This design comes from an exercise in tuning for small area, a short achievable clock period and few clock cycles per item on the open sky130 flow, not from production work.
Only simulation tests tie the RTL to the original design; equivalence was not proved.

==> flow/design.v (excerpt) <==
module insertionSort #(
    parameter NUM_VALS = 32,
    parameter SIZE_DATA = 16
)(
    input  logic                          i_clk,
    input  logic                          i_rst_n,
    input  logic                          i_start,
    input  logic [NUM_VALS*SIZE_DATA-1:0] i_data,
    output logic                          o_done,
    output logic [NUM_VALS*SIZE_DATA-1:0] o_data
);
==> flow/config.mk <==
export PLATFORM = sky130hd
export DESIGN_NAME = insertionSort
export DESIGN_NICKNAME = insertionSort
export VERILOG_FILES = /design/flow/design.v
export SDC_FILE = /design/flow/constraint.sdc
export NUM_CORES = 8
export LEC_CHECK = 0
export ABC_AREA = 1
export CAP_MARGIN = 20
export CORE_AREA = 2 2 358 358
export CTS_CLUSTER_DIAMETER = 120
export CTS_CLUSTER_SIZE = 20
export DIE_AREA = 0 0 360 360
export SLEW_MARGIN = 20
==> flow/constraint.sdc <==
create_clock -name core_clock -period 10.0 [get_ports {i_clk}]
set_input_delay 2.0000 -clock core_clock [delete_from_list [all_inputs] [get_ports {i_clk}]]
set_output_delay 2.0000 -clock core_clock [all_outputs]
set_load 0.01 [all_outputs]
standard.sh (not shown) runs the stock make flow with config.mk's settings and CLKGATE_MAP_FILE= SYNTH_SCRIPT=/design/flow/synth_recipe.tcl, a recipe that flattens the netlist after the stock synthesis.
==> flow/flow/run.sh <==
#!/bin/bash
# The standard ORFS layout (the standard.sh, standard synthesis unchanged)
# with two changes: the port buffers the standard flow's flow inserts use a small buffer
# cell instead of the delay buffer buffer_ports picks by default, and repair
# aims for a setup slack margin of MARGIN ns against the 10 ns clock.
# Each tool's output goes to ORFS's own logs under orfs/logs; the make output
# is kept in standard.log.
set -euo pipefail
MARGIN=$(cat flow/margin.txt)
PORTBUF=$(cat flow/portbuf.txt)
bash standard.sh "SETUP_SLACK_MARGIN=${MARGIN}" \
    "BUFFER_PORTS_ARGS=-buffer_cell ${PORTBUF}" finish > standard.log 2>&1
==> flow/flow/margin.txt <==
6.6
==> flow/flow/portbuf.txt <==
sky130_fd_sc_hd__buf_1
The starting point passed the timing, design-rule and antenna checks.
Testbench counts at the start, summed over its fixed seeds: cycles 1,920, sorts 192.
Change:
==> flow/flow/margin.txt (replaced) <==
6.7
Result: Critical path depth is unchanged. Count of clock-buffer cells in the layout is unchanged. Final area went up by 7.7%. Routed wire length increases by 5.0%. First-iteration DRC count came out higher by 10%. Worst hold slack gets better by 0.0046 ns.
Change:
==> flow/flow/margin.txt (replaced) <==
6.2
Settings changed: ABC_AREA 1 to 0, CORE_AREA 2 2 358 358 to 2 2 378 378, DIE_AREA 0 0 360 360 to 0 0 380 380.
Outcome: Synthesized area decreases by about a fifth; die area increases by roughly a tenth; count of clock-buffer cells in the layout decreases by 5; final cell count decreases by a quarter to a third; global-route usage decreases by 9.2 points; critical path depth increases by 11; cell area decreases by roughly a tenth; routed wire length decreases by a few percent.
Change:
==> flow/flow/margin.txt (replaced) <==
6.6
Settings changed: ABC_AREA 0 to 1, CORE_AREA 2 2 378 378 to 2 2 358 358, DIE_AREA 0 0 380 380 to 0 0 360 360, SLEW_MARGIN 20 to 70.
Final area rises by 8.4%; fmax rises by 15%; wire length rises by about 0.75%; core utilization rises by 8.0 points; final cell count rises by about 44%.
Change:
==> flow/flow/margin.txt (replaced) <==
6.0
Settings changed: ABC_AREA 1 to 0, CORE_AREA 2 2 358 358 to 2 2 378 378, DIE_AREA 0 0 360 360 to 0 0 380 380, SLEW_MARGIN 70 to 20.
- The new run passed the timing, design-rule and antenna checks
- via count falls by 20%
- synthesized cell count falls by about 40%
- worst setup slack got worse by 0.66 ns
- core utilization falls by 10 points
- non-clock buffer count rises by 138


try-harbor:
insertionSort, a different RTL version from the one above (not shown whole).
Size: ~3200 cells after synthesis.
==> flow/config.mk <==
export PLATFORM = sky130hd
export DESIGN_NAME = insertionSort
export DESIGN_NICKNAME = insertionSort
export VERILOG_FILES = /design/flow/design.v
export SDC_FILE = /design/flow/constraint.sdc
export NUM_CORES = 8
export LEC_CHECK = 0
export CAP_MARGIN = 20
export CORE_AREA = 2 2 318 318
export CTS_CLUSTER_DIAMETER = 120
export CTS_CLUSTER_SIZE = 20
export DIE_AREA = 0 0 320 320
export SLEW_MARGIN = 20
==> flow/constraint.sdc <==
create_clock -name core_clock -period 10.0 [get_ports {i_clk}]
set_input_delay 2.0000 -clock core_clock [delete_from_list [all_inputs] [get_ports {i_clk}]]
set_output_delay 2.0000 -clock core_clock [all_outputs]
set_load 0.01 [all_outputs]
==> flow/flow/margin.txt <==
6.5
Scripts as last shown in full above: flow/flow/run.sh, flow/flow/portbuf.txt
Testbench counts of try-harbor, summed over its fixed seeds: cycles 4,224, sorts 192.
diff inputs: try-harbor => try-zinc
==> flow/flow/margin.txt <==
6.8
The higher hold slack came out of try-harbor.
Relative to try-harbor, the non-clock buffer count measured on try-zinc has increased by more than half.
On area growth from synthesis to final layout: try-zinc sits above try-harbor.
Comparing global-route usage for try-zinc and try-harbor, the bigger number came from try-zinc.
The met3 capacity usage during global routing in try-zinc sits 2.0 points above the value recorded for try-harbor.
Comparing try-zinc and try-harbor, the lower area of all placed cells without fillers was measured on try-harbor.
> inputs changed (try-zinc -> try-raven)
==> flow/flow/margin.txt <==
6.5
==> flow/flow/portbuf.txt <==
sky130_fd_sc_hd__buf_2
## What came out
try-raven reports a higher relative max-transition margin than try-zinc does. Relative to try-zinc, try-raven improves worst clock skew on the final layout. Of try-raven and try-zinc, it is try-raven that has the lower non-clock buffer count. Worst stage delay on the critical path ended up 0.15 ns lower on try-raven than on try-zinc. Going from try-zinc to try-raven, setup slack shrinks by 0.13 ns. A critical-path cell with the highest stage delay of dfxtp_1 is what try-raven shows, while buf_4 belongs to try-zinc.
The following lists how try-ember was set up differently from try-raven:
- clearing CTS_CLUSTER_DIAMETER, which used to be 120
- clearing CTS_CLUSTER_SIZE, which used to be 20
Results
try-ember ran to completion and came out clean on the timing, design-rule and antenna checks.
try-raven reached the final stage; the timing, design-rule and antenna checks on its layout passed.
Area share of buffers outside the clock network delta (try-raven -> try-ember): insignificant
Of try-ember and try-raven, the run reporting the higher final cell count was try-ember.
Taking try-raven as the reference, in try-ember clock-buffer cell count went up by 36, routed length on met1 went up by about 0.7%, core utilization went up by 1.3 points, routed wire length went up by 0.75%.
Taking try-raven as the reference point, the sequential share of layout area of try-ember falls by 0.79 points.
Comparing try-ember and try-raven, post-route fraction of the period consumed by the critical path is lower on try-raven.


v35:
Another version of the RTL of insertionSort (not shown whole).
Size: about 10000 cells after synthesis, about 540 flip-flops, ~1000 I/O pins, roughly 0.054 mm² of cells after synthesis.
export LEC_CHECK = 0
export ABC_AREA = 1
export CAP_MARGIN = 20
export CORE_AREA = 2 2 358 358
export CTS_CLUSTER_DIAMETER = 120
export CTS_CLUSTER_SIZE = 20
export DIE_AREA = 0 0 360 360
export SLEW_MARGIN = 20
create_clock -name core_clock -period 10.0 [get_ports {i_clk}]
==> flow/flow/margin.txt <==
6.3
==> flow/flow/portbuf.txt <==
sky130_fd_sc_hd__buf_1
Scripts as last shown in full above: flow/flow/run.sh
Testbench counts of v35, summed over its fixed seeds: cycles 1,920, sorts 192.
Input-level comparison between v7 and v35:
# v35
export LEC_CHECK = 0
export ABC_AREA = 1
export CAP_MARGIN = 20
export CORE_AREA = 2 2 358 358
export CTS_CLUSTER_DIAMETER = 120
export CTS_CLUSTER_SIZE = 20
export DIE_AREA = 0 0 360 360
export SLEW_MARGIN = 20
create_clock -name core_clock -period 10.0 [get_ports {i_clk}]
# v7
export LEC_CHECK = 0
export ABC_AREA = 1
export CAP_MARGIN = 20
export CORE_AREA = 2 2 378 378
export CTS_CLUSTER_DIAMETER = 120
export CTS_CLUSTER_SIZE = 20
export DIE_AREA = 0 0 380 380
export SLEW_MARGIN = 20
export TNS_END_PERCENT = 10
create_clock -name core_clock -period 10.0 [get_ports {i_clk}]
==> flow/flow/margin.txt <==
6.5
### Flow results
- Comparing v7 and v35, the higher worst setup slack was measured on v35.
- Of v7 and v35, the higher final cell count belongs to v7.
- When v7 is measured against v35, its global-route usage over all layers turns out 3.9 points lower.
- Diff v35 -> v7: total inserted antenna cells fell 3, first-iteration DRC count fell about 12%, utilization fell 4.0 points.
--- input diff v7..v38 ---
# v7
export LEC_CHECK = 0
export ABC_AREA = 1
export CAP_MARGIN = 20
export CORE_AREA = 2 2 378 378
export CTS_CLUSTER_DIAMETER = 120
export CTS_CLUSTER_SIZE = 20
export DIE_AREA = 0 0 380 380
export SLEW_MARGIN = 20
export TNS_END_PERCENT = 10
create_clock -name core_clock -period 10.0 [get_ports {i_clk}]
# v38
export LEC_CHECK = 0
export ABC_AREA = 1
export CAP_MARGIN = 20
export CORE_AREA = 2 2 378 378
export CTS_CLUSTER_DIAMETER = 120
export CTS_CLUSTER_SIZE = 20
export DIE_AREA = 0 0 380 380
export SLEW_MARGIN = 20
create_clock -name core_clock -period 10.0 [get_ports {i_clk}]
==> flow/flow/run.sh <==
#!/bin/bash
# The standard ORFS layout (the standard.sh, standard synthesis unchanged)
# with three changes: the port buffers the standard flow's flow inserts use a small buffer
# cell instead of the delay buffer buffer_ports picks by default; repair aims
# for a setup slack margin of MARGIN ns against the 10 ns clock; and after the
# floorplan the key-array flip-flops get the drive strength in flopcell.txt
# (same cell type, stronger output), before placement.
# ORFS writes each step's log under orfs/logs; the make output goes to
# standard_*.log and the resizing step's output to upsize.log.
set -euo pipefail
MARGIN=$(cat flow/margin.txt)
PORTBUF=$(cat flow/portbuf.txt)
ARGS=("SETUP_SLACK_MARGIN=${MARGIN}" "BUFFER_PORTS_ARGS=-buffer_cell ${PORTBUF}")
bash standard.sh "${ARGS[@]}" floorplan > standard_floorplan.log 2>&1
RES=$(ls -d orfs/results/*/insertionSort/base) FLOPCELL=$(cat flow/flopcell.txt) \
    openroad -no_init -exit flow/upsize.tcl > upsize.log 2>&1
bash standard.sh "${ARGS[@]}" finish > standard_finish.log 2>&1
==> flow/flow/flopcell.txt (new file) <==
sky130_fd_sc_hd__dfxtp_2
==> flow/flow/upsize.tcl (new file) <==
# Give the key-array flip-flops (r_key*) a stronger drive strength of the same
# flip-flop type, in the floorplan database, before placement.
set res $::env(RES)
read_db $res/2_floorplan.odb
set db [ord::get_db]
set to [$db findMaster $::env(FLOPCELL)]
set n 0
foreach inst [[ord::get_db_block] getInsts] {
  if {[[$inst getMaster] getName] eq "sky130_fd_sc_hd__dfxtp_1" && [string match "r_key*" [$inst getName]]} {
    $inst swapMaster $to
    incr n
  }
}
puts "resized $n flip-flops to $::env(FLOPCELL)"
write_db $res/2_floorplan.odb
Notes after the runs:
Re data required time at the worst endpoint: v7 and v38 aren't equal, and the lower value belongs to v7.
v38 vs. v7: part of the cycle the worst path needs went down by 3.0 points, total routing usage reported by global routing moved up.
Looking at pin count of the biggest net entering global routing, v38 sits above v7.
Status: final design area excluding fillers parity (v7, v38)
Here is what was changed in the inputs of v49 compared with v38.
==> flow/flow/run.sh <==
#!/bin/bash
# The standard ORFS layout (the standard.sh, standard synthesis unchanged)
# with two changes: the port buffers the standard flow's flow inserts use a small buffer
# cell instead of the delay buffer buffer_ports picks by default, and repair
# aims for a setup slack margin of MARGIN ns against the 10 ns clock.
# Each tool's output goes to ORFS's own logs under orfs/logs; the make output
# is kept in standard.log.
set -euo pipefail
MARGIN=$(cat flow/margin.txt)
PORTBUF=$(cat flow/portbuf.txt)
bash standard.sh "SETUP_SLACK_MARGIN=${MARGIN}" \
    "BUFFER_PORTS_ARGS=-buffer_cell ${PORTBUF}" finish > standard.log 2>&1
==> flow/flow/margin.txt <==
6.6
removed: flow/flow/flopcell.txt
removed: flow/flow/upsize.tcl
### Flow results
Re simple-gate portion of the synthesized area: no difference whatsoever between v49 and v38.
Compared with v38, v49 shows a lower clock period minus final worst setup slack.

[port drivers added, routing unchanged]
No port has a modelled driver above. Below, the same layouts with a new extraction and two added sets of constraints. Step 1 sets driving cells, clkbuf_16 on the clock port and buf_2 on the other inputs (assumed; they add their load-dependent delay and slew). Step 2, shift: input delay + t, output delay - t, t = (earliest + latest rising clock arrival at the registers) / 2. This alone moves slack from input paths to output paths. a / b / c = ideal ports / drivers / drivers and shift; a / b = the first two.
run	t, ns	slack for setup (ns)	clock arrival spread, ns
the first run of note 1	0.760	6.565 / 6.480 / 6.582	0.036 / 0.037
the second run of note 1	0.764	6.644 / 6.557 / 6.675	0.034 / 0.034
the third run of note 1	0.728	6.034 / 6.007 / 6.034	0.047 / 0.047
the fourth run of note 1	0.750	6.564 / 6.483 / 6.642	0.038 / 0.039
the fifth run of note 1	0.730	5.906 / 5.906 / 5.906	0.041 / 0.041
try-harbor	0.724	6.509 / 6.436 / 6.557	0.029 / 0.029
try-zinc	0.730	6.643 / 6.621 / 6.643	0.033 / 0.033
try-raven	0.671	6.511 / 6.440 / 6.548	0.025 / 0.025
try-ember	0.749	6.492 / 6.418 / 6.547	0.034 / 0.034
v35	0.780	6.205 / 6.110 / 6.252	0.046 / 0.045
v7	0.762	6.140 / 6.106 / 6.140	0.042 / 0.042
v38	0.762	6.444 / 6.357 / 6.444	0.041 / 0.041
v49	0.769	6.563 / 6.470 / 6.571	0.042 / 0.042
After both steps setup and hold are still met in every run listed.
